What follows belongs to an exercise in optimizing a design on an open flow for small area; a production flow would make more cautious choices.
Only simulation tests tie the RTL to the original design; equivalence was not proved.
In every run shown here, the design's own scripts or RTL, not TritonCTS, make the clock network.
The flow treats the clock pin as an ideal source. Dropping or thinning the clock tree relies on that and would not hold on a real chip.

File: flow/run.sh
#!/bin/bash
# The standard layout with three changes:
#  1. after the standard synthesis (unchanged), flow/reabc.sh re-maps the combinational
#     logic for area; registers and full adders keep their instances, names and cells;
#  2. port buffers are buf_1;
#  3. the clock tree is built by flow/mycts.tcl in place of ORFS's cts step: the clock
#     port drives 3 clkbuf_16, each at the centre of its group of flip-flops (balanced k-means groups).
# Logs: standard_*.log, reabc.log, mycts.log here, and each tool's log in orfs/logs.
set -euo pipefail
here=$(pwd)
B="BUFFER_PORTS_ARGS=-buffer_cell sky130_fd_sc_hd__buf_1"
R=orfs/results/sky130hd/collision_avoidance_car/base
bash standard.sh "$B" synth > standard_synth.log 2>&1
cp $R/1_2_yosys.v $R/1_2_yosys_standard.v
bash flow/reabc.sh $here/$R/1_2_yosys_standard.v $here/$R/1_2_yosys.v > reabc.log 2>&1
rm -f $R/1_synth.odb $R/1_synth.sdc
bash standard.sh "$B" place > standard_place.log 2>&1
bash standard.sh "$B" run RUN_SCRIPT=$here/flow/mycts.tcl RUN_LOG_NAME_STEM=4_1_cts \
  MY_CTS_BUF=sky130_fd_sc_hd__clkbuf_16 MY_CTS_GROUPS=3 > mycts.log 2>&1
bash standard.sh "$B" finish > standard_finish.log 2>&1
File: flow/mycts.tcl
# Clock tree: the clock port drives CTS_ROOT_BUF buffers placed at the centroids of
# groups of flip-flops (k-means on their placement). Then the rest of ORFS's cts step.
utl::set_metrics_stage "cts__{}"
source $::env(SCRIPTS_DIR)/load.tcl
erase_non_stage_variables cts
load_design 3_place.odb 3_place.sdc

set buf_cell $::env(MY_CTS_BUF)
set ngroups $::env(MY_CTS_GROUPS)
set block [ord::get_db_block]
set clk_net [$block findNet clk]
set sinks {}
foreach it [$clk_net getITerms] {
  set inst [$it getInst]
  lappend sinks [list $it [$inst getLocation]]
}
puts "clock sinks: [llength $sinks]"
# k-means on sink locations
set pts {}
foreach s $sinks { lappend pts [lindex $s 1] }
set n [llength $pts]
set cent {}
for {set g 0} {$g < $ngroups} {incr g} {
  lappend cent [lindex $pts [expr {int(($g + 0.5) * $n / $ngroups)}]]
}
# sort points by x for an initial guess
set pts_sorted [lsort -integer -index 0 $pts]
set cent {}
for {set g 0} {$g < $ngroups} {incr g} {
  lappend cent [lindex $pts_sorted [expr {int(($g + 0.5) * $n / $ngroups)}]]
}
# balanced k-means: each group takes at most ceil(n / ngroups) sinks
set cap [expr {($n + $ngroups - 1) / $ngroups}]
for {set iter 0} {$iter < 40} {incr iter} {
  set pairs {}
  set i 0
  foreach p $pts {
    for {set g 0} {$g < $ngroups} {incr g} {
      set c [lindex $cent $g]
      set dx [expr {double([lindex $p 0]-[lindex $c 0])}]
      set dy [expr {double([lindex $p 1]-[lindex $c 1])}]
      lappend pairs [list [expr {$dx*$dx + $dy*$dy}] $i $g]
    }
    incr i
  }
  set pairs [lsort -real -index 0 $pairs]
  set assign [lrepeat $n -1]
  set count [lrepeat $ngroups 0]
  foreach pr $pairs {
    lassign $pr d i g
    if {[lindex $assign $i] >= 0} continue
    if {[lindex $count $g] >= $cap} continue
    lset assign $i $g
    lset count $g [expr {[lindex $count $g] + 1}]
  }
  set newc {}
  for {set g 0} {$g < $ngroups} {incr g} {
    set sx 0; set sy 0; set k 0
    foreach p $pts a $assign { if {$a == $g} { incr sx [lindex $p 0]; incr sy [lindex $p 1]; incr k } }
    if {$k == 0} { lappend newc [lindex $cent $g] } else { lappend newc [list [expr {$sx / $k}] [expr {$sy / $k}]] }
  }
  set cent $newc
}
set dbu [$block getDbUnitsPerMicron]
for {set g 0} {$g < $ngroups} {incr g} {
  set pins {}
  foreach s $sinks a $assign {
    if {$a == $g} {
      set it [lindex $s 0]
      lappend pins [get_pins -of_objects [get_cells [[$it getInst] getName]] -filter "direction == input && is_clock"]
    }
  }
  set c [lindex $cent $g]
  set x [expr {double([lindex $c 0]) / $dbu}]
  set y [expr {double([lindex $c 1]) / $dbu}]
  puts "group $g: [llength $pins] sinks at $x $y"
  insert_buffer -buffer_cell $buf_cell -net clk -load_pins $pins -location [list $x $y] \
    -buffer_name clkbuf_my_$g -net_name clknet_my_$g
}
foreach net [list clk] { [$block findNet $net] setSigType CLOCK }
foreach inst [$block getInsts] {
  if {[string match "clkbuf_my_*" [$inst getName]]} {
    foreach it [$inst getITerms] {
      set net [$it getNet]
      if {$net != "NULL"} { if {[$net getName] ne "VDD" && [$net getName] ne "VSS"} { $net setSigType CLOCK } }
    }
    puts "inserted [$inst getName] [[$inst getMaster] getName]"
  }
}
set_propagated_clock [all_clocks]

estimate_parasitics -placement
set_placement_padding -global \
  -left $::env(CELL_PAD_IN_SITES_DETAIL_PLACEMENT) \
  -right $::env(CELL_PAD_IN_SITES_DETAIL_PLACEMENT)
detailed_placement
estimate_parasitics -placement
repair_timing_helper
detailed_placement
check_placement -verbose
report_clock_min_period
report_checks -path_delay min_max
report_check_types -max_slew -max_capacitance -violators
foreach g [lsort [array names ::env MY_CTS*]] { puts "$g=$::env($g)" }
report_metrics 4 "cts final"
orfs_write_db $::env(RESULTS_DIR)/4_1_cts.odb
orfs_write_sdc $::env(RESULTS_DIR)/4_cts.sdc
File: flow/reabc.sh
#!/bin/bash
# Re-maps the combinational logic of the standard synthesis netlist for area.
# Flip-flops and full adders are kept as they are (same instances, names and cells);
# everything else is flattened to gates, optimised with ABC (&deepsyn) and mapped
# again with an area-oriented mapper. Usage: reabc.sh in.v out.v
set -euo pipefail
in=$1; out=$2
here=$(cd "$(dirname "$0")" && pwd)
LIB=$FLOW_HOME/platforms/sky130hd/lib/sky130_fd_sc_hd__tt_025C_1v80.lib
YOSYS=${YOSYS_EXE:-$FLOW_HOME/../tools/install/yosys/bin/yosys}
[[ -x $YOSYS ]] || YOSYS=yosys
work=$(dirname "$out")
cat > "$work/reabc.abc" <<EOS
strash
&get -n
&deepsyn -T ${REABC_T:-20}
&put
dch -f
amap
EOS
cat > "$work/reabc.ys" <<EOS
read_liberty -ignore_miss_func $LIB
blackbox sky130_fd_sc_hd__df* sky130_fd_sc_hd__fa_* sky130_fd_sc_hd__conb_1
read_verilog $in
hierarchy -check -top collision_avoidance_car
flatten
rename -hide w:*.*
opt -purge
abc -liberty $LIB -dont_use sky130_fd_sc_hd__probe_p_8 -dont_use sky130_fd_sc_hd__probec_p_8 -dont_use sky130_fd_sc_hd__lpflow_* -script $work/reabc.abc
setundef -zero
splitnets
opt_clean -purge
hilomap -singleton -hicell sky130_fd_sc_hd__conb_1 HI -locell sky130_fd_sc_hd__conb_1 LO
opt_clean -purge
write_verilog -noattr -nohex -nodec $work/reabc_raw.v
design -reset
read_liberty -lib $LIB
read_verilog $work/reabc_raw.v
hierarchy -check -top collision_avoidance_car
insbuf -buf sky130_fd_sc_hd__buf_4 A X
opt_clean -purge
check -assert -mapped
tee -o $work/reabc_stat.txt stat -liberty $LIB
write_verilog -noattr -nohex -nodec $out
EOS
"$YOSYS" -s "$work/reabc.ys"
File: standard.sh
#!/bin/bash
# synth_recipe.tcl (not shown) runs the flow's synth.tcl, then flattens the netlist and writes it again
# the make line also repeats each setting of config.mk as NAME=value (left out here)
make -C /OpenROAD-flow-scripts/flow DESIGN_CONFIG=/design/flow/config.mk WORK_HOME=/design/flow/orfs CLKGATE_MAP_FILE= SYNTH_SCRIPT=/design/flow/synth_recipe.tcl "${@:-finish}"
File: config.mk
export PLATFORM = sky130hd
export DESIGN_NAME = collision_avoidance_car
export DESIGN_NICKNAME = collision_avoidance_car
export VERILOG_FILES = /design/flow/design.v
export SDC_FILE = /design/flow/constraint.sdc
export NUM_CORES = 4
export LEC_CHECK = 0
export CAP_MARGIN = 20
export CORE_MARGIN = 2
export CORE_UTILIZATION = 40
export SLEW_MARGIN = 20
export SYNTH_HIERARCHICAL = 1
File: constraint.sdc
create_clock -name core_clock -period 9.0 [get_ports {clk}]
set_input_delay 1.8000 -clock core_clock [delete_from_list [all_inputs] [get_ports {clk}]]
set_output_delay 1.8000 -clock core_clock [all_outputs]
set_load 0.01 [all_outputs]
File: design.v
module collision_avoidance_car (
    input wire clk,
    input wire rst,
    input wire front_obstacle_detected,
    input wire left_obstacle_detected,
    input wire right_obstacle_detected,
    input wire front_obstacle_slow,
    input wire lane_clear_left,
    input wire lane_clear_right,
    input wire destination_reached,
    input wire [1:0] speed_limit_zone,
    output wire [1:0] acceleration,
    output wire [1:0] steering,
    output wire [1:0] indicators,
    output reg  [7:0] current_speed_out,
    output reg  [31:0] distance_travelled_out,
    output wire [31:0] total_power_consumed_out
);
    reg [1:0] front_cnt;
    reg       left_h1, left_h2;      
    reg       right_h1, right_h2;
    reg       lcl_ok, lcr_ok;
    reg       slow_r, dest_r;
    reg [1:0] zone_r;
    always @(posedge clk or posedge rst) begin
        if (rst) begin
            front_cnt <= 2'd0;
            left_h1   <= 1'b0;
            right_h1  <= 1'b0;
            dest_r    <= 1'b0;
        end else begin
            front_cnt[1] <= front_obstacle_detected & (front_cnt[1] | front_cnt[0]);
            front_cnt[0] <= front_obstacle_detected & (front_cnt[1] | ~front_cnt[0]);
            left_h1   <= left_obstacle_detected;
            right_h1  <= right_obstacle_detected;
            dest_r    <= destination_reached;
        end
    end
    always @(posedge clk) begin
        left_h2   <= left_obstacle_detected & left_h1;
        right_h2  <= right_obstacle_detected & right_h1;
        lcl_ok    <= lane_clear_left  & ~(left_obstacle_detected  & left_h2);
        lcr_ok    <= lane_clear_right & ~(right_obstacle_detected & right_h2);
        slow_r    <= front_obstacle_slow;
        zone_r    <= speed_limit_zone;
    end
    wire pf = front_cnt[1] & front_cnt[0];
    localparam [2:0] X_IDLE  = 3'd0,
                     X_ACC   = 3'd1,
                     X_CRU   = 3'd2,
                     X_DEC   = 3'd3,
                     X_AVOID = 3'd4,
                     X_STOP  = 3'd5,
                     X_LEFT  = 3'd6,
                     X_RIGHT = 3'd7;
    reg a1, a0;
    reg [2:0] x;
    assign acceleration = {a1, a0};
    wire xl      = (x == X_LEFT);
    wire xr      = (x == X_RIGHT);
    wire sd      = xl | xr;
    wire ind_on  = a1 | a0;
    assign indicators = {ind_on & xr, ind_on & xl};
    assign steering   = {a1 & xr, a1 & xl};
    wire in_idle  = (x == X_IDLE);
    wire in_acc   = (x == X_ACC) | (sd & a1);
    wire in_cru   = (x == X_CRU);
    wire in_dec   = (x == X_DEC);
    wire in_avoid = (x == X_AVOID);
    wire in_prep  = sd & ~a1 & ~a0;
    wire in_lane  = sd & a0;
    reg [1:0] k_d;       
    reg       brake_d;   
    wire [7:0] S = current_speed_out;
    wire sat  = (S[7:1] == 7'd0);
    wire spbe = brake_d & (~sat | S[0]);
    wire spb0 = k_d[0] | (brake_d & sat & S[0]);
    wire spb1 = spbe | (k_d[1] ^ k_d[0]);
    wire spb2 = spbe | (k_d[1] & ~k_d[0]);
    wire spb3 = spbe | (k_d[1] & k_d[0]);
    wire [7:0] sp_sum;
    wire [7:0] speed = sp_sum;
    reg hi, mid, reached;
    always @(*) begin
        case (zone_r)
            2'd0: begin hi = speed < 8'd10; mid = speed < 8'd25; reached = speed >= 8'd30;  end
            2'd1: begin hi = speed < 8'd40; mid = speed < 8'd55; reached = speed >= 8'd60;  end
            2'd2: begin hi = speed < 8'd80; mid = speed < 8'd95; reached = speed >= 8'd100; end
            default: begin hi = 1'b0; mid = 1'b0; reached = 1'b1; end
        endcase
    end
    wire [1:0] k = !a1 ? 2'd0 :
                   (in_acc & hi)  ? 2'd3 :
                   (in_acc & mid) ? 2'd2 : 2'd1;
    reg [2:0] x_n;
    always @(*) begin
        x_n = x;
        if (in_idle) begin
            if (dest_r) x_n = X_STOP; else if (!pf) x_n = X_ACC;
        end else if (in_acc) begin
            if (pf) x_n = X_AVOID; else if (slow_r) x_n = X_DEC; else if (dest_r) x_n = X_STOP;
            else if (reached) x_n = X_CRU; else x_n = X_ACC;
        end else if (in_cru) begin
            if (pf) x_n = X_AVOID; else if (slow_r) x_n = X_DEC; else if (dest_r) x_n = X_STOP;
        end else if (in_dec) begin
            if (pf) x_n = X_AVOID; else if (lcl_ok) x_n = X_LEFT; else if (lcr_ok) x_n = X_RIGHT;
            else if (!slow_r) x_n = X_ACC;
        end else if (in_avoid) begin
            if (speed == 8'd0 && !pf) x_n = X_IDLE;
        end
    end
    wire a1_n = in_acc | in_lane;
    wire a0_n = in_idle | in_cru | in_prep;
    reg [30:0] pw;
    assign total_power_consumed_out = {pw, 1'b0};
    wire [7:0] ma = S & {8{k_d[0]}};
    wire [7:0] mb = S & {8{k_d[1]}};
    wire [30:0] pw_n;
    wire [31:0] dist_n;
    wire hs1, hc2, fs3, fc4, fs5, fc6, fs7, fc8, fs9, fc10, fs11, fc12, fs13, fc14, fs15, fc16, hs17, hc18, fs19, fc20, fs21, fc22, fs23, fc24, fs25, fc26, fs27, fc28, fs29, fc30, hs31, hc32, fs33, fc34, fs35, fc36, fs37, fc38, fs39, fc40, fs41, fc42, fs43, fc44, fs45, fc46, fs47, fc48, fs49, fc50, fs51, fc52, fs53, fc54, fs55, fc56, fs57, fc58, fs59, fc60, fs61, fc62, fs63, fc64, fs65, fc66, fs67, fc68, fs69, fc70, fs71, fc72, hs73, hc74, fs75, fc76, fs77, fc78, hs79, hc80, hs81, hc82, fs83, fc84, fs85, fc86, fs87, fc88, fs89, fc90, fs91, fc92, hs93, hc94, hs95, hc96, hs97, hc98, fs99, fc100, fs101, fc102, hs103, hc104, hs105, hc106, hs107, hc108, w109, cb110, hs111, hc112, hs113, hc114, hs115, hc116, w117, cb118, hs119, hc120, hs121, hc122, hs123, hc124, w125, cb126, hs127, hc128, hs129, hc130, hs131, hc132, w133, hs134, hc135, fs136, fc137, fs138, fc139, fs140, fc141, fs142, fc143, fs144, fc145, fs146, fc147, fs148, fc149, hs150, hc151, hs152, hc153, hs154, hc155, hs156, hc157, hs158, hc159, hs160, hc161, hs162, hc163, hs164, hc165, hs166, hc167, hs168, hc169, hs170, hc171, w172, cb173, hs174, hc175, hs176, hc177, hs178, hc179, hs180, hc181, hs182, hc183, hs184, hc185, hs186, hc187, hs188, hc189, hs190, hc191, hs192, hc193, hs194, hc195, w196;
    cac_ha u_hs1 (.a(S[0]), .b(spb0), .s(hs1), .co(hc2));
    cac_fa u_fs3 (.a(S[1]), .b(spb1), .c(hc2), .s(fs3), .co(fc4));
    cac_fa u_fs5 (.a(S[2]), .b(spb2), .c(fc4), .s(fs5), .co(fc6));
    cac_fa u_fs7 (.a(S[3]), .b(spb3), .c(fc6), .s(fs7), .co(fc8));
    cac_fa u_fs9 (.a(S[4]), .b(spbe), .c(fc8), .s(fs9), .co(fc10));
    cac_fa u_fs11 (.a(S[5]), .b(spbe), .c(fc10), .s(fs11), .co(fc12));
    cac_fa u_fs13 (.a(S[6]), .b(spbe), .c(fc12), .s(fs13), .co(fc14));
    cac_fa u_fs15 (.a(S[7]), .b(spbe), .c(fc14), .s(fs15), .co(fc16));
    assign sp_sum = {fs15, fs13, fs11, fs9, fs7, fs5, fs3, hs1};
    cac_ha u_hs17 (.a(ma[1]), .b(mb[0]), .s(hs17), .co(hc18));
    cac_fa u_fs19 (.a(ma[2]), .b(mb[1]), .c(hc18), .s(fs19), .co(fc20));
    cac_fa u_fs21 (.a(ma[3]), .b(mb[2]), .c(fc20), .s(fs21), .co(fc22));
    cac_fa u_fs23 (.a(ma[4]), .b(mb[3]), .c(fc22), .s(fs23), .co(fc24));
    cac_fa u_fs25 (.a(ma[5]), .b(mb[4]), .c(fc24), .s(fs25), .co(fc26));
    cac_fa u_fs27 (.a(ma[6]), .b(mb[5]), .c(fc26), .s(fs27), .co(fc28));
    cac_fa u_fs29 (.a(ma[7]), .b(mb[6]), .c(fc28), .s(fs29), .co(fc30));
    cac_ha u_hs31 (.a(mb[7]), .b(fc30), .s(hs31), .co(hc32));
    cac_fa u_fs33 (.a(pw[3]), .b(fs21), .c(ma[0]), .s(fs33), .co(fc34));
    cac_fa u_fs35 (.a(pw[4]), .b(fs23), .c(hs17), .s(fs35), .co(fc36));
    cac_fa u_fs37 (.a(pw[5]), .b(fs25), .c(fs19), .s(fs37), .co(fc38));
    cac_fa u_fs39 (.a(pw[6]), .b(fs27), .c(fs21), .s(fs39), .co(fc40));
    cac_fa u_fs41 (.a(pw[7]), .b(fs29), .c(fs23), .s(fs41), .co(fc42));
    cac_fa u_fs43 (.a(pw[8]), .b(hs31), .c(fs25), .s(fs43), .co(fc44));
    cac_fa u_fs45 (.a(pw[9]), .b(hc32), .c(fs27), .s(fs45), .co(fc46));
    cac_fa u_fs47 (.a(pw[10]), .b(fs29), .c(fs27), .s(fs47), .co(fc48));
    cac_fa u_fs49 (.a(pw[11]), .b(hs31), .c(fs29), .s(fs49), .co(fc50));
    cac_fa u_fs51 (.a(pw[12]), .b(hc32), .c(hs31), .s(fs51), .co(fc52));
    cac_fa u_fs53 (.a(fc34), .b(fs35), .c(ma[0]), .s(fs53), .co(fc54));
    cac_fa u_fs55 (.a(fc36), .b(fs37), .c(hs17), .s(fs55), .co(fc56));
    cac_fa u_fs57 (.a(fc38), .b(fs39), .c(fs19), .s(fs57), .co(fc58));
    cac_fa u_fs59 (.a(fc40), .b(fs41), .c(fs21), .s(fs59), .co(fc60));
    cac_fa u_fs61 (.a(fc42), .b(fs43), .c(fs23), .s(fs61), .co(fc62));
    cac_fa u_fs63 (.a(fc44), .b(fs45), .c(fs25), .s(fs63), .co(fc64));
    cac_fa u_fs65 (.a(fc52), .b(pw[13]), .c(hc32), .s(fs65), .co(fc66));
    cac_fa u_fs67 (.a(fc64), .b(fc46), .c(fs47), .s(fs67), .co(fc68));
    cac_fa u_fs69 (.a(fc68), .b(fc48), .c(fs49), .s(fs69), .co(fc70));
    cac_fa u_fs71 (.a(fc70), .b(fc50), .c(fs51), .s(fs71), .co(fc72));
    cac_ha u_hs73 (.a(pw[0]), .b(ma[0]), .s(hs73), .co(hc74));
    cac_fa u_fs75 (.a(pw[1]), .b(hs17), .c(hc74), .s(fs75), .co(fc76));
    cac_fa u_fs77 (.a(pw[2]), .b(fs19), .c(fc76), .s(fs77), .co(fc78));
    cac_ha u_hs79 (.a(fs33), .b(fc78), .s(hs79), .co(hc80));
    cac_ha u_hs81 (.a(fs53), .b(hc80), .s(hs81), .co(hc82));
    cac_fa u_fs83 (.a(fc54), .b(fs55), .c(hc82), .s(fs83), .co(fc84));
    cac_fa u_fs85 (.a(fc56), .b(fs57), .c(fc84), .s(fs85), .co(fc86));
    cac_fa u_fs87 (.a(fc58), .b(fs59), .c(fc86), .s(fs87), .co(fc88));
    cac_fa u_fs89 (.a(fc60), .b(fs61), .c(fc88), .s(fs89), .co(fc90));
    cac_fa u_fs91 (.a(fc62), .b(fs63), .c(fc90), .s(fs91), .co(fc92));
    cac_ha u_hs93 (.a(fs67), .b(fc92), .s(hs93), .co(hc94));
    cac_ha u_hs95 (.a(fs69), .b(hc94), .s(hs95), .co(hc96));
    cac_ha u_hs97 (.a(fs71), .b(hc96), .s(hs97), .co(hc98));
    cac_fa u_fs99 (.a(fc72), .b(fs65), .c(hc98), .s(fs99), .co(fc100));
    cac_fa u_fs101 (.a(fc66), .b(pw[14]), .c(fc100), .s(fs101), .co(fc102));
    cac_ha u_hs103 (.a(pw[15]), .b(fc102), .s(hs103), .co(hc104));
    cac_ha u_hs105 (.a(pw[16]), .b(hc104), .s(hs105), .co(hc106));
    cac_ha u_hs107 (.a(pw[17]), .b(hc106), .s(hs107), .co(hc108));
    assign w109 = pw[18] ^ hc108;
    assign cb110 = fc102 & pw[15] & pw[16] & pw[17] & pw[18];
    cac_ha u_hs111 (.a(pw[19]), .b(cb110), .s(hs111), .co(hc112));
    cac_ha u_hs113 (.a(pw[20]), .b(hc112), .s(hs113), .co(hc114));
    cac_ha u_hs115 (.a(pw[21]), .b(hc114), .s(hs115), .co(hc116));
    assign w117 = pw[22] ^ hc116;
    assign cb118 = fc102 & pw[15] & pw[16] & pw[17] & pw[18] & pw[19] & pw[20] & pw[21] & pw[22];
    cac_ha u_hs119 (.a(pw[23]), .b(cb118), .s(hs119), .co(hc120));
    cac_ha u_hs121 (.a(pw[24]), .b(hc120), .s(hs121), .co(hc122));
    cac_ha u_hs123 (.a(pw[25]), .b(hc122), .s(hs123), .co(hc124));
    assign w125 = pw[26] ^ hc124;
    assign cb126 = fc102 & pw[15] & pw[16] & pw[17] & pw[18] & pw[19] & pw[20] & pw[21] & pw[22] & pw[23] & pw[24] & pw[25] & pw[26];
    cac_ha u_hs127 (.a(pw[27]), .b(cb126), .s(hs127), .co(hc128));
    cac_ha u_hs129 (.a(pw[28]), .b(hc128), .s(hs129), .co(hc130));
    cac_ha u_hs131 (.a(pw[29]), .b(hc130), .s(hs131), .co(hc132));
    assign w133 = pw[30] ^ hc132;
    assign pw_n = {w133, hs131, hs129, hs127, w125, hs123, hs121, hs119, w117, hs115, hs113, hs111, w109, hs107, hs105, hs103, fs101, fs99, hs97, hs95, hs93, fs91, fs89, fs87, fs85, fs83, hs81, hs79, fs77, fs75, hs73};
    cac_ha u_hs134 (.a(distance_travelled_out[0]), .b(S[0]), .s(hs134), .co(hc135));
    cac_fa u_fs136 (.a(distance_travelled_out[1]), .b(S[1]), .c(hc135), .s(fs136), .co(fc137));
    cac_fa u_fs138 (.a(distance_travelled_out[2]), .b(S[2]), .c(fc137), .s(fs138), .co(fc139));
    cac_fa u_fs140 (.a(distance_travelled_out[3]), .b(S[3]), .c(fc139), .s(fs140), .co(fc141));
    cac_fa u_fs142 (.a(distance_travelled_out[4]), .b(S[4]), .c(fc141), .s(fs142), .co(fc143));
    cac_fa u_fs144 (.a(distance_travelled_out[5]), .b(S[5]), .c(fc143), .s(fs144), .co(fc145));
    cac_fa u_fs146 (.a(distance_travelled_out[6]), .b(S[6]), .c(fc145), .s(fs146), .co(fc147));
    cac_fa u_fs148 (.a(distance_travelled_out[7]), .b(S[7]), .c(fc147), .s(fs148), .co(fc149));
    cac_ha u_hs150 (.a(distance_travelled_out[8]), .b(fc149), .s(hs150), .co(hc151));
    cac_ha u_hs152 (.a(distance_travelled_out[9]), .b(hc151), .s(hs152), .co(hc153));
    cac_ha u_hs154 (.a(distance_travelled_out[10]), .b(hc153), .s(hs154), .co(hc155));
    cac_ha u_hs156 (.a(distance_travelled_out[11]), .b(hc155), .s(hs156), .co(hc157));
    cac_ha u_hs158 (.a(distance_travelled_out[12]), .b(hc157), .s(hs158), .co(hc159));
    cac_ha u_hs160 (.a(distance_travelled_out[13]), .b(hc159), .s(hs160), .co(hc161));
    cac_ha u_hs162 (.a(distance_travelled_out[14]), .b(hc161), .s(hs162), .co(hc163));
    cac_ha u_hs164 (.a(distance_travelled_out[15]), .b(hc163), .s(hs164), .co(hc165));
    cac_ha u_hs166 (.a(distance_travelled_out[16]), .b(hc165), .s(hs166), .co(hc167));
    cac_ha u_hs168 (.a(distance_travelled_out[17]), .b(hc167), .s(hs168), .co(hc169));
    cac_ha u_hs170 (.a(distance_travelled_out[18]), .b(hc169), .s(hs170), .co(hc171));
    assign w172 = distance_travelled_out[19] ^ hc171;
    assign cb173 = fc149 & distance_travelled_out[8] & distance_travelled_out[9] & distance_travelled_out[10] & distance_travelled_out[11] & distance_travelled_out[12] & distance_travelled_out[13] & distance_travelled_out[14] & distance_travelled_out[15] & distance_travelled_out[16] & distance_travelled_out[17] & distance_travelled_out[18] & distance_travelled_out[19];
    cac_ha u_hs174 (.a(distance_travelled_out[20]), .b(cb173), .s(hs174), .co(hc175));
    cac_ha u_hs176 (.a(distance_travelled_out[21]), .b(hc175), .s(hs176), .co(hc177));
    cac_ha u_hs178 (.a(distance_travelled_out[22]), .b(hc177), .s(hs178), .co(hc179));
    cac_ha u_hs180 (.a(distance_travelled_out[23]), .b(hc179), .s(hs180), .co(hc181));
    cac_ha u_hs182 (.a(distance_travelled_out[24]), .b(hc181), .s(hs182), .co(hc183));
    cac_ha u_hs184 (.a(distance_travelled_out[25]), .b(hc183), .s(hs184), .co(hc185));
    cac_ha u_hs186 (.a(distance_travelled_out[26]), .b(hc185), .s(hs186), .co(hc187));
    cac_ha u_hs188 (.a(distance_travelled_out[27]), .b(hc187), .s(hs188), .co(hc189));
    cac_ha u_hs190 (.a(distance_travelled_out[28]), .b(hc189), .s(hs190), .co(hc191));
    cac_ha u_hs192 (.a(distance_travelled_out[29]), .b(hc191), .s(hs192), .co(hc193));
    cac_ha u_hs194 (.a(distance_travelled_out[30]), .b(hc193), .s(hs194), .co(hc195));
    assign w196 = distance_travelled_out[31] ^ hc195;
    assign dist_n = {w196, hs194, hs192, hs190, hs188, hs186, hs184, hs182, hs180, hs178, hs176, hs174, w172, hs170, hs168, hs166, hs164, hs162, hs160, hs158, hs156, hs154, hs152, hs150, fs148, fs146, fs144, fs142, fs140, fs138, fs136, hs134};
    always @(posedge clk or posedge rst) begin
        if (rst) begin
            x <= X_IDLE;
            a1 <= 1'b0; a0 <= 1'b1;
            k_d <= 2'd0;
            brake_d <= 1'b0;
            current_speed_out <= 8'd0;
            distance_travelled_out <= 32'd0;
            pw <= 31'd0;
        end else begin
            x <= x_n;
            a1 <= a1_n; a0 <= a0_n;
            k_d <= k;
            brake_d <= ~a1 & ~a0;
            current_speed_out <= speed;
            distance_travelled_out <= dist_n;
            pw <= pw_n;
        end
    end
endmodule
module cac_fa (input wire a, input wire b, input wire c, output wire s, output wire co);
    assign s  = a ^ b ^ c;
    assign co = (a & b) | (c & (a ^ b));
endmodule
module cac_ha (input wire a, input wire b, output wire s, output wire co);
    assign s  = a ^ b;
    assign co = a & b;
endmodule
==> summary.md, run 1 <==
| Metric | Value |
|---|---|
| Outcome | no timing/DRC/antenna violations |
| Post-CTS Repair Setup Buffers | 0 |
| Routed Antenna Nets | 0 |
| Skew final | ~0.0095 ns |
| Drt wl/cell | about 13 um |
| I/O Buffers | 87 |
| Nets | around 550 |
| Ys Warns | 7 |
| Synthesized net count | around 460 |
| First DRT Iteration DRCs | 144 |
| Worst-path clk slew | about 0.11 ns |
| Worst Setup End Kind | register |
| Layout cells sized above 1 | 1.24% |
| Filler instances | ~1100 |
| Most frequent cell on the critical path | fa_1 |
| Core Box Area | 0.0108 mm2 |
| Cell Rows | 38 |
| Die Span Y | between 100 and 150 um |
| Fin crit share | 92.7% |
| Final Max Slew Viols | 0 |
| Crit. Startpoint | current_speed_out[1]$_DFF_PP0_ |
| Critical path's slowest cell | fa_1 |
| Place WS | ~0.62 ns |
| Worst-Margin Slew | between 0.7 and 0.8 ns |
| Hold Fails Final Rpt | 0 |
| Final WS setup | about 0.65 ns |
| Post_cts resized | 0 |
| Placer Congestion | between 0.8 and 0.9 |
| Setup TNS | 0 ns |
| Die area | ~0.012 mm2 |
| Critical Path AT | roughly 8.4 ns |
| CP startpoint kind | register |
| Reg area | 0.00224 mm2 |
| Initial antenna violation count | 0 |
| Syn Inst Count | just under 400 |
| Antenna diode count | 0 |
| FF-to-FF Start | current_speed_out[1]$_DFF_PP0_ |
| Syn_area_per_cell | 11.2 um2 |
| Setup violators final | 0 |
| Ports | 89 |
| HPWL Detailed | approximately 6500 um |
| Maxcap violations | 0 |
| Initial Utilization | about 40% |
| GRT Total Usage | roughly 14% |
| Slew HR | between 40% and 50% |
| DRC Markers | 0 |
| Total Wirelength | 8070 um |
| Critical Path RT | approximately 9.1 ns |
| Vias | slightly below 3000 |
| Vias in the first global route | between 2000 and 3000 |
| Largest net degree at the start of global routing | 85 |
| Setup CP Type | register to register |
| RSZ-0062 raised after global routing | no |
| Die Width | between 100 and 150 um |
| Cts hold-fix bufs | 0 |
| WHS | ~0.44 ns |
| Detailed Routing Iterations Pass 1 | 4 |
| First-pass GRT wire length | approximately 14000 um |
| Clk latency of the worst-skew pair | about 0.17 ns |
| Synth Cell Area | roughly 0.0044 mm2 |
| Area Overhead vs Synth | 12.8% |
| GRT Residual Overflow | 0 |
| Area of the multi-input gates | between 0.002 and 0.0025 mm2 |
| Slowest stage delay, CP | approximately 0.60 ns |
| Tmin final | about 8.3 ns |
| Worst-path fanout max | 6 |
| HP Start | left_h2$_DFF_P_ |
| Fmax | between 100 and 150 MHz |
| Hold Path Class | register to register |
| Drt via density | approximately 4.7 |
## final timing paths
check                                                        to  cells after the start  slack, ns
min reg2reg                                      lcl_ok$_DFF_P_                      1       0.44
max reg2reg                                    pw[30]$_DFF_PP0_                     28       0.65
max in group asynchronous                      k_d[0]$_DFF_PP0_                      3       6.68
min                                              lcl_ok$_DFF_P_                      1       0.44
min in group asynchronous  distance_travelled_out[23]$_DFF_PP0_                      3       1.79
max                                            pw[30]$_DFF_PP0_                     28       0.65
## cell type report
class / instances / share of cell area [%]
flip-flops and latches: 91 / 44.9
multi-input cells: 272 / 41.2
repair buffers: 88 / 6.76
well taps: 140 / 3.50
inverters: 29 / 2.20
clock buffers: 3 / 1.50
## cell usage in the layout (no fill, tap or decap), types with 2 or more instances in the layout
master,n
nor2_1,112
buf_1,87
dfrtp_1,83
fa_1,49
and3_1,34
clkinv_1,28
nand2_1,16
o21ai_0,13
a21oi_1,9
and2_0,7
dfxtp_1,7
o21a_1,6
nor2b_1,3
nor3_1,3
clkbuf_16,3
nor4_1,2
a22oi_1,2
a21boi_0,2
## routing by layer
| layer | wire [um] | global-route usage, % | vias up |
|---|---|---|---|
| met2 | 3790 | 22.8 | 60 |
| met1 | 3770 | 20.6 | 1426 |
| met4 | 103 | 1.54 | 0 |
| met5 | 0 | 0 | - |
| li1 | - | - | 1448 |
| met3 | 415 | 1.85 | 7 |
## sequential cells by signal, indices dropped and copies added, names as in the netlist, 2 cells and up
name,cells
x,3
front_cnt,2
zone_r,2
current_speed_out,8
k_d,2
distance_travelled_out,32
pw,31
## through the flow
stage                     util [%]  instance area, um2  instances
after floorplan                  -                4430        395
after global placement        45.4                4920        620
after detailed placement      45.4                4920        620
after global routing          46.1                5000        623
final                         46.1                5000        623
## critical path: cells and delay by family, from the launching register on
kind	cells	cell delay, ns
AO/OA/AOI/OAI	1	0.06
adder cells (fa/ha/maj)	13	5.49
flip-flops	1	0.48
AND/OR/NAND/NOR	14	2.25
==> inputs of run 2 (changes only) <==
--- a/design.v
+++ b/design.v
@@ -28,4 +28,10 @@
             left_h1   <= 1'b0;
+            left_h2   <= 1'b0;
             right_h1  <= 1'b0;
+            right_h2  <= 1'b0;
+            lcl_ok    <= 1'b0;
+            lcr_ok    <= 1'b0;
+            slow_r    <= 1'b0;
             dest_r    <= 1'b0;
+            zone_r    <= 2'd0;
         end else begin
@@ -34,13 +40,11 @@
             left_h1   <= left_obstacle_detected;
+            left_h2   <= left_obstacle_detected & left_h1;
             right_h1  <= right_obstacle_detected;
+            right_h2  <= right_obstacle_detected & right_h1;
+            lcl_ok    <= lane_clear_left  & ~(left_obstacle_detected  & left_h2);
+            lcr_ok    <= lane_clear_right & ~(right_obstacle_detected & right_h2);
+            slow_r    <= front_obstacle_slow;
             dest_r    <= destination_reached;
+            zone_r    <= speed_limit_zone;
         end
-    end
-    always @(posedge clk) begin
-        left_h2   <= left_obstacle_detected & left_h1;
-        right_h2  <= right_obstacle_detected & right_h1;
-        lcl_ok    <= lane_clear_left  & ~(left_obstacle_detected  & left_h2);
-        lcr_ok    <= lane_clear_right & ~(right_obstacle_detected & right_h2);
-        slow_r    <= front_obstacle_slow;
-        zone_r    <= speed_limit_zone;
     end
==> summary.md, run 2 <==
| Metric | Value |
|---|---|
| Syn_area_per_cell | 11.3 um2 (was 11.2 um2) |
| Hold Path Class | register to register (unchanged) |
| Hold Path End | lcr_ok$_DFF_PP0_ (was lcl_ok$_DFF_P_) |
| RSZ-0062 raised after global routing | no (unchanged) |
| Die Width | 110 um (was 109 um) |
| GRT Total Usage | 14.2% (was 13.9%) |
| Worst-Margin Slew | 0.669 ns (was 0.768 ns) |
| Nets | 545 (unchanged) |
| Drt via density | 4.74 (was 4.72) |
| Ports | 89 (unchanged) |
| Worst-path fanout max | 6 (unchanged) |
| Largest net degree at the start of global routing | 53 (was 85) |
| Hold Fails Final Rpt | 0 (unchanged) |
| Largest regs | distance_travelled_out x32, pw x31, current_speed_out x8 (unchanged) |
| Dpl cells | 620 (unchanged) |
| First-pass GRT wire length | 14000 um (was 13700 um) |
| GRT Residual Overflow | 0 (unchanged) |
| Met2 usage in global routing | 22.9% (was 22.8%) |
| Commonest cells after routing, fill and taps aside | nor2_1 (112), dfrtp_1 (90), buf_1 (87) (was nor2_1 (112), buf_1 (87), dfrtp_1 (83)) |
| Slowest stage delay, CP | 0.61 ns (was 0.60 ns) |
| Area Overhead vs Synth | 12.6% (was 12.8%) |
| Max reg flops | 32 (unchanged) |
| Vias | 2953 (was 2941) |
| Die area | 0.0120 mm2 (was 0.0119 mm2) |
| Placer Congestion | 0.818 (was 0.831) |
| Initial Utilization | 41.0% (was 40.9%) |
| Setup violators final | 0 (unchanged) |
| Initial antenna violation count | 0 (unchanged) |
| Synthesized net count | 455 (unchanged) |
| GRT met1 Usage | 21.8% (was 20.6%) |
| Fmax | 119 MHz (was 120 MHz) |
| Routed Antenna Nets | 0 (unchanged) |
| Synth Cell Area | 0.00447 mm2 (was 0.00443 mm2) |
| Setup CP Type | register to register (unchanged) |
| CP startpoint kind | register (unchanged) |
| WHS | 0.445 ns (was 0.437 ns) |
| Depth of the most critical reg-to-reg path | 28 (unchanged) |
| Maxcap violations | 0 (unchanged) |
| Outcome | no timing/DRC/antenna violations (unchanged) |
| Die Span Y | 110 um (was 109 um) |
| Skew final | 0.0122 ns (was 0.00946 ns) |
| Worst R2R Setup Slack | 0.59 ns (was 0.65 ns) |
| Cell Rows | 38 (unchanged) |
| Ys Warns | 7 (unchanged) |
| Core Box Area | 0.0109 mm2 (was 0.0108 mm2) |
| Drt wl/cell | 13.0 um (about the same) |
| Critical path's slowest cell | fa_1 (unchanged) |
| Critical Path RT | 9.10 ns (about the same) |
| Vias in the first global route | 2875 (was 2887) |
| Most flop-heavy register | distance_travelled_out (unchanged) |
| Setup TNS | 0 ns (unchanged) |
| GR peak layer | met2 (unchanged) |
| RR Endpoint | pw[30]$_DFF_PP0_ (unchanged) |
| Post-CTS Repair Setup Buffers | 0 (unchanged) |
| Commonest non-fill, non-tap cell in the layout | nor2_1 (unchanged) |
| Worst Setup End Kind | register (unchanged) |
| DRC Markers | 0 (unchanged) |
| Slew HR | 55.4% (was 48.8%) |
| Fin cells | 623 (unchanged) |
| Post_cts resized | 0 (unchanged) |
| Place WS | 0.591 ns (was 0.619 ns) |
| Tmin final | 8.41 ns (was 8.35 ns) |
| Clk latency of the worst-skew pair | 0.18 ns (was 0.17 ns) |
| Syn Inst Count | 395 (unchanged) |
| Final WS setup | 0.592 ns (was 0.653 ns) |
| Final Max Slew Viols | 0 (unchanged) |
| Most frequent cell on the critical path | fa_1 (unchanged) |
| Fin crit share | 93.4% (was 92.7%) |
| Layout cells sized above 1 | 1.24% (unchanged) |
| FF-to-FF Start | current_speed_out[1]$_DFF_PP0_ (unchanged) |
| Worst-path clk slew | 0.12 ns (was 0.11 ns) |
| Detailed Routing Iterations Pass 1 | 6 (was 4) |
| First DRT Iteration DRCs | 150 (was 144) |
| Antenna diode count | 0 (unchanged) |
| I/O Buffers | 87 (unchanged) |
| M3 GR Usage | 1.36% (was 1.85%) |
| Cts hold-fix bufs | 0 (unchanged) |
| Total Wirelength | 8110 um (was 8070 um) |
| Hold path depth | 1 (unchanged) |
| HPWL Detailed | 6600 um (was 6530 um) |
| HP Start | right_h2$_DFF_PP0_ (was left_h2$_DFF_P_) |
| Critical Path AT | 8.50 ns (was 8.44 ns) |
[run 2: stage by stage]
| step | utilization (%) | cell area, um2 |
|---|---|---|
| floorplan | - | 4470 |
| global placement | 45.5 | 4950 |
| detailed placement | 45.5 | 4950 |
| global route | 46.2 | 5030 |
| finish | 46.2 | 5030 |
[run 2: final cells by class]
type                            count  area (um2)
Sequential cell                    91        2280
Clock buffer                        3        75.1
Tap cell                          140         175
Inverter                           29         110
Fill cell                        1041        5860
Timing Repair Buffer               88         334
Multi-Input combinational cell    272        2060
[run 2: layer usage]
| layer | wire length [um] | part of all wire (%) | vias up |
|---|---|---|---|
| met5 | 0 | 0 | - |
| met4 | 95 | 1.2 | 0 |
| met3 | 379 | 4.7 | 7 |
| met2 | 3800 | 47 | 55 |
| met1 | 3830 | 47 | 1437 |
| li1 | - | - | 1454 |
[run 2: worst max-delay path, delay by kind of cell (launching register included)]
kind | cells | cell delay (ns)
simple gates | 14 | 2.25
flops | 1 | 0.48
fa+ha+maj | 13 | 5.50
compound gates | 1 | 0.07
[run 2: how the worst max path moves through the flow]
stage	to	startpoint	cells past startpoint	slack, ns
6_report	pw[30]$_DFF_PP0_	current_speed_out[1]$_DFF_PP0_	28	0.59
3_3_place_gp	pw[30]$_DFF_PP0_	current_speed_out[1]$_DFF_PP0_	27	0.75
3_5_place_dp	pw[30]$_DFF_PP0_	current_speed_out[1]$_DFF_PP0_	27	0.59
4_1_cts	pw[30]$_DFF_PP0_	current_speed_out[1]$_DFF_PP0_	28	0.56
5_1_grt	pw[30]$_DFF_PP0_	current_speed_out[1]$_DFF_PP0_	28	0.13
2_1_floorplan	pw[30]$_DFF_PP0_	current_speed_out[1]$_DFF_PP0_	27	0.95
==> inputs of run 3 (changes only) <==
--- a/design.v
+++ b/design.v
@@ -28,10 +28,4 @@
             left_h1   <= 1'b0;
-            left_h2   <= 1'b0;
             right_h1  <= 1'b0;
-            right_h2  <= 1'b0;
-            lcl_ok    <= 1'b0;
-            lcr_ok    <= 1'b0;
-            slow_r    <= 1'b0;
             dest_r    <= 1'b0;
-            zone_r    <= 2'd0;
         end else begin
@@ -40,11 +34,13 @@
             left_h1   <= left_obstacle_detected;
-            left_h2   <= left_obstacle_detected & left_h1;
             right_h1  <= right_obstacle_detected;
-            right_h2  <= right_obstacle_detected & right_h1;
-            lcl_ok    <= lane_clear_left  & ~(left_obstacle_detected  & left_h2);
-            lcr_ok    <= lane_clear_right & ~(right_obstacle_detected & right_h2);
-            slow_r    <= front_obstacle_slow;
             dest_r    <= destination_reached;
-            zone_r    <= speed_limit_zone;
         end
+    end
+    always @(posedge clk) begin
+        left_h2   <= left_obstacle_detected & left_h1;
+        right_h2  <= right_obstacle_detected & right_h1;
+        lcl_ok    <= lane_clear_left  & ~(left_obstacle_detected  & left_h2);
+        lcr_ok    <= lane_clear_right & ~(right_obstacle_detected & right_h2);
+        slow_r    <= front_obstacle_slow;
+        zone_r    <= speed_limit_zone;
     end
@@ -123,3 +119,3 @@
     wire [31:0] dist_n;
-    wire hs1, hc2, fs3, fc4, fs5, fc6, fs7, fc8, fs9, fc10, fs11, fc12, fs13, fc14, fs15, fc16, hs17, hc18, fs19, fc20, fs21, fc22, fs23, fc24, fs25, fc26, fs27, fc28, fs29, fc30, hs31, hc32, fs33, fc34, fs35, fc36, fs37, fc38, fs39, fc40, fs41, fc42, fs43, fc44, fs45, fc46, fs47, fc48, fs49, fc50, fs51, fc52, fs53, fc54, fs55, fc56, fs57, fc58, fs59, fc60, fs61, fc62, fs63, fc64, fs65, fc66, fs67, fc68, fs69, fc70, fs71, fc72, hs73, hc74, fs75, fc76, fs77, fc78, hs79, hc80, hs81, hc82, fs83, fc84, fs85, fc86, fs87, fc88, fs89, fc90, fs91, fc92, hs93, hc94, hs95, hc96, hs97, hc98, fs99, fc100, fs101, fc102, hs103, hc104, hs105, hc106, hs107, hc108, w109, cb110, hs111, hc112, hs113, hc114, hs115, hc116, w117, cb118, hs119, hc120, hs121, hc122, hs123, hc124, w125, cb126, hs127, hc128, hs129, hc130, hs131, hc132, w133, hs134, hc135, fs136, fc137, fs138, fc139, fs140, fc141, fs142, fc143, fs144, fc145, fs146, fc147, fs148, fc149, hs150, hc151, hs152, hc153, hs154, hc155, hs156, hc157, hs158, hc159, hs160, hc161, hs162, hc163, hs164, hc165, hs166, hc167, hs168, hc169, hs170, hc171, w172, cb173, hs174, hc175, hs176, hc177, hs178, hc179, hs180, hc181, hs182, hc183, hs184, hc185, hs186, hc187, hs188, hc189, hs190, hc191, hs192, hc193, hs194, hc195, w196;
+    wire hs1, hc2, fs3, fc4, fs5, fc6, fs7, fc8, fs9, fc10, fs11, fc12, fs13, fc14, fs15, fc16, hs17, hc18, fs19, fc20, fs21, fc22, fs23, fc24, fs25, fc26, fs27, fc28, fs29, fc30, hs31, hc32, fs33, fc34, fs35, fc36, fs37, fc38, fs39, fc40, fs41, fc42, fs43, fc44, fs45, fc46, fs47, fc48, fs49, fc50, fs51, fc52, fs53, fc54, fs55, fc56, fs57, fc58, fs59, fc60, fs61, fc62, fs63, fc64, fs65, fc66, fs67, fc68, fs69, fc70, fs71, fc72, hs73, hc74, fs75, fc76, fs77, fc78, hs79, hc80, hs81, hc82, fs83, fc84, fs85, fc86, fs87, fc88, fs89, fc90, fs91, fc92, hs93, hc94, hs95, hc96, hs97, hc98, fs99, fc100, fs101, fc102, hs103, hc104, hs105, hc106, hs107, hc108, w109, cb110, hs111, hc112, hs113, hc114, hs115, hc116, w117, cb118, hs119, hc120, hs121, hc122, hs123, hc124, w125, cb126, hs127, hc128, hs129, hc130, hs131, hc132, w133, hs134, hc135, fs136, fc137, fs138, fc139, fs140, fc141, fs142, fc143, fs144, fc145, fs146, fc147, fs148, fc149, is150, ic151, is152, ic153, is154, ic155, is156, ic157, is158, ic159, is160, ic161, is162, ic163, is164, ic165, is166, ic167, is168, ic169, is170, ic171, is172, ic173, is174, ic175, is176, ic177, is178, ic179, is180, ic181, is182, ic183, is184, ic185, is186, ic187, is188, ic189, is190, ic191, is192, ic193, is194, ic195, w196;
     cac_ha u_hs1 (.a(S[0]), .b(spb0), .s(hs1), .co(hc2));
@@ -204,28 +200,27 @@
     cac_fa u_fs148 (.a(distance_travelled_out[7]), .b(S[7]), .c(fc147), .s(fs148), .co(fc149));
-    cac_ha u_hs150 (.a(distance_travelled_out[8]), .b(fc149), .s(hs150), .co(hc151));
-    cac_ha u_hs152 (.a(distance_travelled_out[9]), .b(hc151), .s(hs152), .co(hc153));
-    cac_ha u_hs154 (.a(distance_travelled_out[10]), .b(hc153), .s(hs154), .co(hc155));
-    cac_ha u_hs156 (.a(distance_travelled_out[11]), .b(hc155), .s(hs156), .co(hc157));
-    cac_ha u_hs158 (.a(distance_travelled_out[12]), .b(hc157), .s(hs158), .co(hc159));
-    cac_ha u_hs160 (.a(distance_travelled_out[13]), .b(hc159), .s(hs160), .co(hc161));
-    cac_ha u_hs162 (.a(distance_travelled_out[14]), .b(hc161), .s(hs162), .co(hc163));
-    cac_ha u_hs164 (.a(distance_travelled_out[15]), .b(hc163), .s(hs164), .co(hc165));
-    cac_ha u_hs166 (.a(distance_travelled_out[16]), .b(hc165), .s(hs166), .co(hc167));
-    cac_ha u_hs168 (.a(distance_travelled_out[17]), .b(hc167), .s(hs168), .co(hc169));
-    cac_ha u_hs170 (.a(distance_travelled_out[18]), .b(hc169), .s(hs170), .co(hc171));
-    assign w172 = distance_travelled_out[19] ^ hc171;
-    assign cb173 = fc149 & distance_travelled_out[8] & distance_travelled_out[9] & distance_travelled_out[10] & distance_travelled_out[11] & distance_travelled_out[12] & distance_travelled_out[13] & distance_travelled_out[14] & distance_travelled_out[15] & distance_travelled_out[16] & distance_travelled_out[17] & distance_travelled_out[18] & distance_travelled_out[19];
-    cac_ha u_hs174 (.a(distance_travelled_out[20]), .b(cb173), .s(hs174), .co(hc175));
-    cac_ha u_hs176 (.a(distance_travelled_out[21]), .b(hc175), .s(hs176), .co(hc177));
-    cac_ha u_hs178 (.a(distance_travelled_out[22]), .b(hc177), .s(hs178), .co(hc179));
-    cac_ha u_hs180 (.a(distance_travelled_out[23]), .b(hc179), .s(hs180), .co(hc181));
-    cac_ha u_hs182 (.a(distance_travelled_out[24]), .b(hc181), .s(hs182), .co(hc183));
-    cac_ha u_hs184 (.a(distance_travelled_out[25]), .b(hc183), .s(hs184), .co(hc185));
-    cac_ha u_hs186 (.a(distance_travelled_out[26]), .b(hc185), .s(hs186), .co(hc187));
-    cac_ha u_hs188 (.a(distance_travelled_out[27]), .b(hc187), .s(hs188), .co(hc189));
-    cac_ha u_hs190 (.a(distance_travelled_out[28]), .b(hc189), .s(hs190), .co(hc191));
-    cac_ha u_hs192 (.a(distance_travelled_out[29]), .b(hc191), .s(hs192), .co(hc193));
-    cac_ha u_hs194 (.a(distance_travelled_out[30]), .b(hc193), .s(hs194), .co(hc195));
-    assign w196 = distance_travelled_out[31] ^ hc195;
-    assign dist_n = {w196, hs194, hs192, hs190, hs188, hs186, hs184, hs182, hs180, hs178, hs176, hs174, w172, hs170, hs168, hs166, hs164, hs162, hs160, hs158, hs156, hs154, hs152, hs150, fs148, fs146, fs144, fs142, fs140, fs138, fs136, hs134};
+    cac_ha u_is150 (.a(distance_travelled_out[8]), .b(fc149), .s(is150), .co(ic151));
+    cac_ha u_is152 (.a(distance_travelled_out[9]), .b(ic151), .s(is152), .co(ic153));
+    cac_ha u_is154 (.a(distance_travelled_out[10]), .b(ic153), .s(is154), .co(ic155));
+    cac_ha u_is156 (.a(distance_travelled_out[11]), .b(ic155), .s(is156), .co(ic157));
+    cac_ha u_is158 (.a(distance_travelled_out[12]), .b(ic157), .s(is158), .co(ic159));
+    cac_ha u_is160 (.a(distance_travelled_out[13]), .b(ic159), .s(is160), .co(ic161));
+    cac_ha u_is162 (.a(distance_travelled_out[14]), .b(ic161), .s(is162), .co(ic163));
+    cac_ha u_is164 (.a(distance_travelled_out[15]), .b(ic163), .s(is164), .co(ic165));
+    cac_ha u_is166 (.a(distance_travelled_out[16]), .b(ic165), .s(is166), .co(ic167));
+    cac_ha u_is168 (.a(distance_travelled_out[17]), .b(ic167), .s(is168), .co(ic169));
+    cac_ha u_is170 (.a(distance_travelled_out[18]), .b(ic169), .s(is170), .co(ic171));
+    cac_ha u_is172 (.a(distance_travelled_out[19]), .b(ic171), .s(is172), .co(ic173));
+    cac_ha u_is174 (.a(distance_travelled_out[20]), .b(ic173), .s(is174), .co(ic175));
+    cac_ha u_is176 (.a(distance_travelled_out[21]), .b(ic175), .s(is176), .co(ic177));
+    cac_ha u_is178 (.a(distance_travelled_out[22]), .b(ic177), .s(is178), .co(ic179));
+    cac_ha u_is180 (.a(distance_travelled_out[23]), .b(ic179), .s(is180), .co(ic181));
+    cac_ha u_is182 (.a(distance_travelled_out[24]), .b(ic181), .s(is182), .co(ic183));
+    cac_ha u_is184 (.a(distance_travelled_out[25]), .b(ic183), .s(is184), .co(ic185));
+    cac_ha u_is186 (.a(distance_travelled_out[26]), .b(ic185), .s(is186), .co(ic187));
+    cac_ha u_is188 (.a(distance_travelled_out[27]), .b(ic187), .s(is188), .co(ic189));
+    cac_ha u_is190 (.a(distance_travelled_out[28]), .b(ic189), .s(is190), .co(ic191));
+    cac_ha u_is192 (.a(distance_travelled_out[29]), .b(ic191), .s(is192), .co(ic193));
+    cac_ha u_is194 (.a(distance_travelled_out[30]), .b(ic193), .s(is194), .co(ic195));
+    assign w196 = distance_travelled_out[31] ^ ic195;
+    assign dist_n = {w196, is194, is192, is190, is188, is186, is184, is182, is180, is178, is176, is174, is172, is170, is168, is166, is164, is162, is160, is158, is156, is154, is152, is150, fs148, fs146, fs144, fs142, fs140, fs138, fs136, hs134};
     always @(posedge clk or posedge rst) begin
--- a/flow/run.sh
+++ b/flow/run.sh
@@ -3,3 +3,4 @@
 #  1. after the standard synthesis (unchanged), flow/reabc.sh re-maps the combinational
-#     logic for area; registers and full adders keep their instances, names and cells;
+#     logic for area; registers, full adders and the half adders of the distance
+#     incrementer keep their instances, names and cells;
 #  2. port buffers are buf_1;
--- a/flow/reabc.sh
+++ b/flow/reabc.sh
@@ -2,8 +2,8 @@
 # Re-maps the combinational logic of the standard synthesis netlist for area.
-# Flip-flops and full adders are kept as they are (same instances, names and cells);
-# everything else is flattened to gates, optimised with ABC (&deepsyn) and mapped
-# again with an area-oriented mapper. Usage: reabc.sh in.v out.v
+# Flip-flops, full adders and the half adders of the incrementers (sum nets is<N>) are
+# kept as they are (same instances, names and cells); everything else is flattened to
+# gates, optimised with ABC (&deepsyn) and mapped again with an area-oriented mapper.
+# Usage: reabc.sh in.v out.v
 set -euo pipefail
 in=$1; out=$2
-here=$(cd "$(dirname "$0")" && pwd)
 LIB=$FLOW_HOME/platforms/sky130hd/lib/sky130_fd_sc_hd__tt_025C_1v80.lib
@@ -12,2 +12,13 @@
 work=$(dirname "$out")
+echo '(* blackbox *) module KEEPHA(input A, input B, output COUT, output SUM); endmodule' > "$work/reabc_keepha.v"
+python3 - "$in" "$work/reabc_in.v" <<'EOP'
+import re, sys
+t = open(sys.argv[1]).read()
+def f(m):
+    body = m.group(0)
+    if re.search(r'\.SUM\(is\d+\)', body):
+        return body.replace('sky130_fd_sc_hd__ha_1', 'KEEPHA', 1)
+    return body
+open(sys.argv[2], 'w').write(re.sub(r'sky130_fd_sc_hd__ha_1\s+\S+\s*\([^;]*?\);', f, t, flags=re.S))
+EOP
 cat > "$work/reabc.abc" <<EOS
@@ -15,3 +26,3 @@
 &get -n
-&deepsyn -T ${REABC_T:-20}
+&deepsyn ${REABC_DS:--T 20}
 &put
@@ -20,6 +31,7 @@
 EOS
-cat > "$work/reabc.ys" <<EOS
+cat > "$work/reabc1.ys" <<EOS
 read_liberty -ignore_miss_func $LIB
 blackbox sky130_fd_sc_hd__df* sky130_fd_sc_hd__fa_* sky130_fd_sc_hd__conb_1
-read_verilog $in
+read_verilog -lib $work/reabc_keepha.v
+read_verilog $work/reabc_in.v
 hierarchy -check -top collision_avoidance_car
@@ -35,3 +47,6 @@
 write_verilog -noattr -nohex -nodec $work/reabc_raw.v
-design -reset
+EOS
+"$YOSYS" -s "$work/reabc1.ys"
+sed -i 's/\bKEEPHA\b/sky130_fd_sc_hd__ha_1/' "$work/reabc_raw.v"
+cat > "$work/reabc2.ys" <<EOS
 read_liberty -lib $LIB
@@ -45,2 +60,2 @@
 EOS
-"$YOSYS" -s "$work/reabc.ys"
+"$YOSYS" -s "$work/reabc2.ys"
==> summary.md, run 3 <==
| Metric | Value |
|---|---|
| Outcome | no timing/DRC/antenna violations (unchanged) |
| Setup TNS | 0 ns (unchanged) |
| Layout cells sized above 1 | 1.37% (was 1.24%) |
| Cts hold-fix bufs | 0 (unchanged) |
| Cell Rows | 38 (unchanged) |
| Commonest non-fill, non-tap cell in the layout | buf_1 (was nor2_1) |
| Ys Warns | 7 (unchanged) |
| Worst Setup End Kind | register (unchanged) |
| FF-to-FF Start | k_d[0]$_DFF_PP0_ (was current_speed_out[1]$_DFF_PP0_) |
| DRC Markers | 0 (unchanged) |
| Core Box Area | 0.0108 mm2 (was 0.0109 mm2) |
| Die Width | 109 um (was 110 um) |
| Ports | 89 (unchanged) |
| Total Wirelength | 7750 um (was 8110 um) |
| Max reg flops | 32 (unchanged) |
| Initial antenna violation count | 0 (unchanged) |
| Family with the most delay on the worst path | adder cells (unchanged) |
| Fin cells | 577 (was 623) |
| Fmax | 118 MHz (was 119 MHz) |
| HP Start | left_h2$_DFF_P_ (was right_h2$_DFF_PP0_) |
| Initial Utilization | 40.9% (was 41.0%) |
| HPWL Detailed | 6340 um (was 6600 um) |
| Worst R2R Setup Slack | 0.55 ns (was 0.59 ns) |
| Place WS | 0.526 ns (was 0.591 ns) |
| Critical path's slowest cell | fa_1 (unchanged) |
| First DRT Iteration DRCs | 99 (was 150) |
| RR Endpoint | pw[30]$_DFF_PP0_ (unchanged) |
| Syn_area_per_cell | 12.7 um2 (was 11.3 um2) |
| Syn Inst Count | 349 (was 395) |
| Routed Antenna Nets | 0 (unchanged) |
| Final WS setup | 0.546 ns (was 0.592 ns) |
| Maxcap violations | 0 (unchanged) |
| Post-CTS Repair Setup Buffers | 0 (unchanged) |
| GRT Total Usage | 13.9% (was 14.2%) |
| Placer Congestion | 0.809 (was 0.818) |
| Skew final | 0.0156 ns (was 0.0122 ns) |
| Worst-Margin Slew | 0.747 ns (was 0.669 ns) |
| Worst-path clk slew | 0.11 ns (was 0.12 ns) |
| Largest net degree at the start of global routing | 85 (was 53) |
| Die Span Y | 109 um (was 110 um) |
| Hold Path Class | register to register (unchanged) |
| First-pass GRT wire length | 13400 um (was 14000 um) |
| Area Overhead vs Synth | 12.8% (was 12.6%) |
| CP startpoint kind | register (unchanged) |
| Critical Path AT | 8.55 ns (was 8.50 ns) |
| Drt via density | 4.79 (was 4.74) |
| Post_cts resized | 0 (unchanged) |
| Tmin final | 8.45 ns (was 8.41 ns) |
| Die area | 0.0119 mm2 (was 0.0120 mm2) |
| Setup violators final | 0 (unchanged) |
| Drt wl/cell | 13.4 um (was 13.0 um) |
| Synthesized net count | 432 (was 455) |
| Fin crit share | 93.9% (was 93.4%) |
| Antenna diode count | 0 (unchanged) |
| Slew HR | 50.2% (was 55.4%) |
| Most frequent cell on the critical path | fa_1 (unchanged) |
| Nets | 522 (was 545) |
| Hold Fails Final Rpt | 0 (unchanged) |
| Area post-placement | 0.00490 mm2 (was 0.00495 mm2) |
| Critical Path RT | 9.10 ns (about the same) |
| Vias in the first global route | 2798 (was 2875) |
| Slowest stage delay, CP | 0.62 ns (was 0.61 ns) |
| I/O Buffers | 87 (unchanged) |
| Final instance area | 0.00498 mm2 (was 0.00503 mm2) |
| WP buf/inv | 2 (was 0) |
| Synth Cell Area | 0.00442 mm2 (was 0.00447 mm2) |
| Worst-path fanout max | 10 (was 6) |
| Dpl cells | 574 (was 620) |
| Filler instances | 1004 (was 1041) |
| Hold path depth | 1 (unchanged) |
| Most flop-heavy register | distance_travelled_out (unchanged) |
| Largest regs | distance_travelled_out x32, pw x31, current_speed_out x8 (unchanged) |
| Detailed Routing Iterations Pass 1 | 4 (was 6) |
| Final Max Slew Viols | 0 (unchanged) |
| Commonest cells after routing, fill and taps aside | buf_1 (87), dfrtp_1 (83), nor2_1 (60) (was nor2_1 (112), dfrtp_1 (90), buf_1 (87)) |
| Hold Path End | lcl_ok$_DFF_P_ (was lcr_ok$_DFF_PP0_) |
| Depth of the most critical reg-to-reg path | 30 (was 28) |
| Setup CP Type | register to register (unchanged) |
| GRT Residual Overflow | 0 (unchanged) |
| Clk latency of the worst-skew pair | 0.18 ns (about the same) |
| Vias | 2766 (was 2953) |
| RSZ-0062 raised after global routing | no (unchanged) |
[run 3: final cells by class]
| cell class | instances | area (um2) | area share, % |
|---|---|---|---|
| clock buffer | 3 | 75.1 | 1.51 |
| inverter | 30 | 114 | 2.29 |
| multi-input combinational | 225 | 2040 | 40.9 |
| sequential | 91 | 2240 | 45.0 |
| tap | 140 | 175 | 3.52 |
| timing repair buffer | 88 | 338 | 6.78 |
[run 3: worst max path at each step]
stage,start,end,cells past startpoint
final,k_d[0]$_DFF_PP0_,pw[30]$_DFF_PP0_,30
after floorplan,k_d[0]$_DFF_PP0_,pw[30]$_DFF_PP0_,29
after global placement,k_d[0]$_DFF_PP0_,pw[30]$_DFF_PP0_,29
after detailed placement,k_d[0]$_DFF_PP0_,pw[30]$_DFF_PP0_,29
after CTS,k_d[0]$_DFF_PP0_,pw[30]$_DFF_PP0_,30
after global routing,k_d[0]$_DFF_PP0_,pw[30]$_DFF_PP0_,30
[run 3: per-stage QoR]
step	hold WS, ns	utilization [%]
2_1_floorplan	0.393	-
3_3_place_gp	0.413	45.4
3_5_place_dp	0.410	45.4
5_1_grt	0.464	46.2
6_report	0.421	46.2
[run 3: layer usage]
layer	global-route usage [%]	routed length, um	part of all wire [%]	vias to the layer above
met5	0	0	0	-
met4	1.56	104	1.3	0
met3	1.20	324	4.2	7
met2	23.2	3910	50	54
met1	20.5	3410	44	1378
li1	-	-	-	1327

port drivers added, routing unchanged:
No port has a modelled driver above. Below, the same layouts with a new extraction and two added sets of constraints. Step 1, drivers: a clkbuf_16 drives clk and a buf_2 each remaining input, both assumed. Step 2 times the ports against the registers' clock, not the clock port: input delays grow and output delays shrink by t, the midpoint of the rising clock arrivals with the driver on. Three values: ideal ports, drivers, drivers and shift; two values: the first two.
run | t (ns) | setup slack, ns | worst setup path after step 2
run 1 | 0.229 | 0.653 / 0.653 / 0.653 | register to register
run 2 | 0.235 | 0.592 / 0.592 / 0.592 | register to register
run 3 | 0.234 | 0.546 / 0.546 / 0.546 | register to register
After both steps every run listed still meets setup and hold.
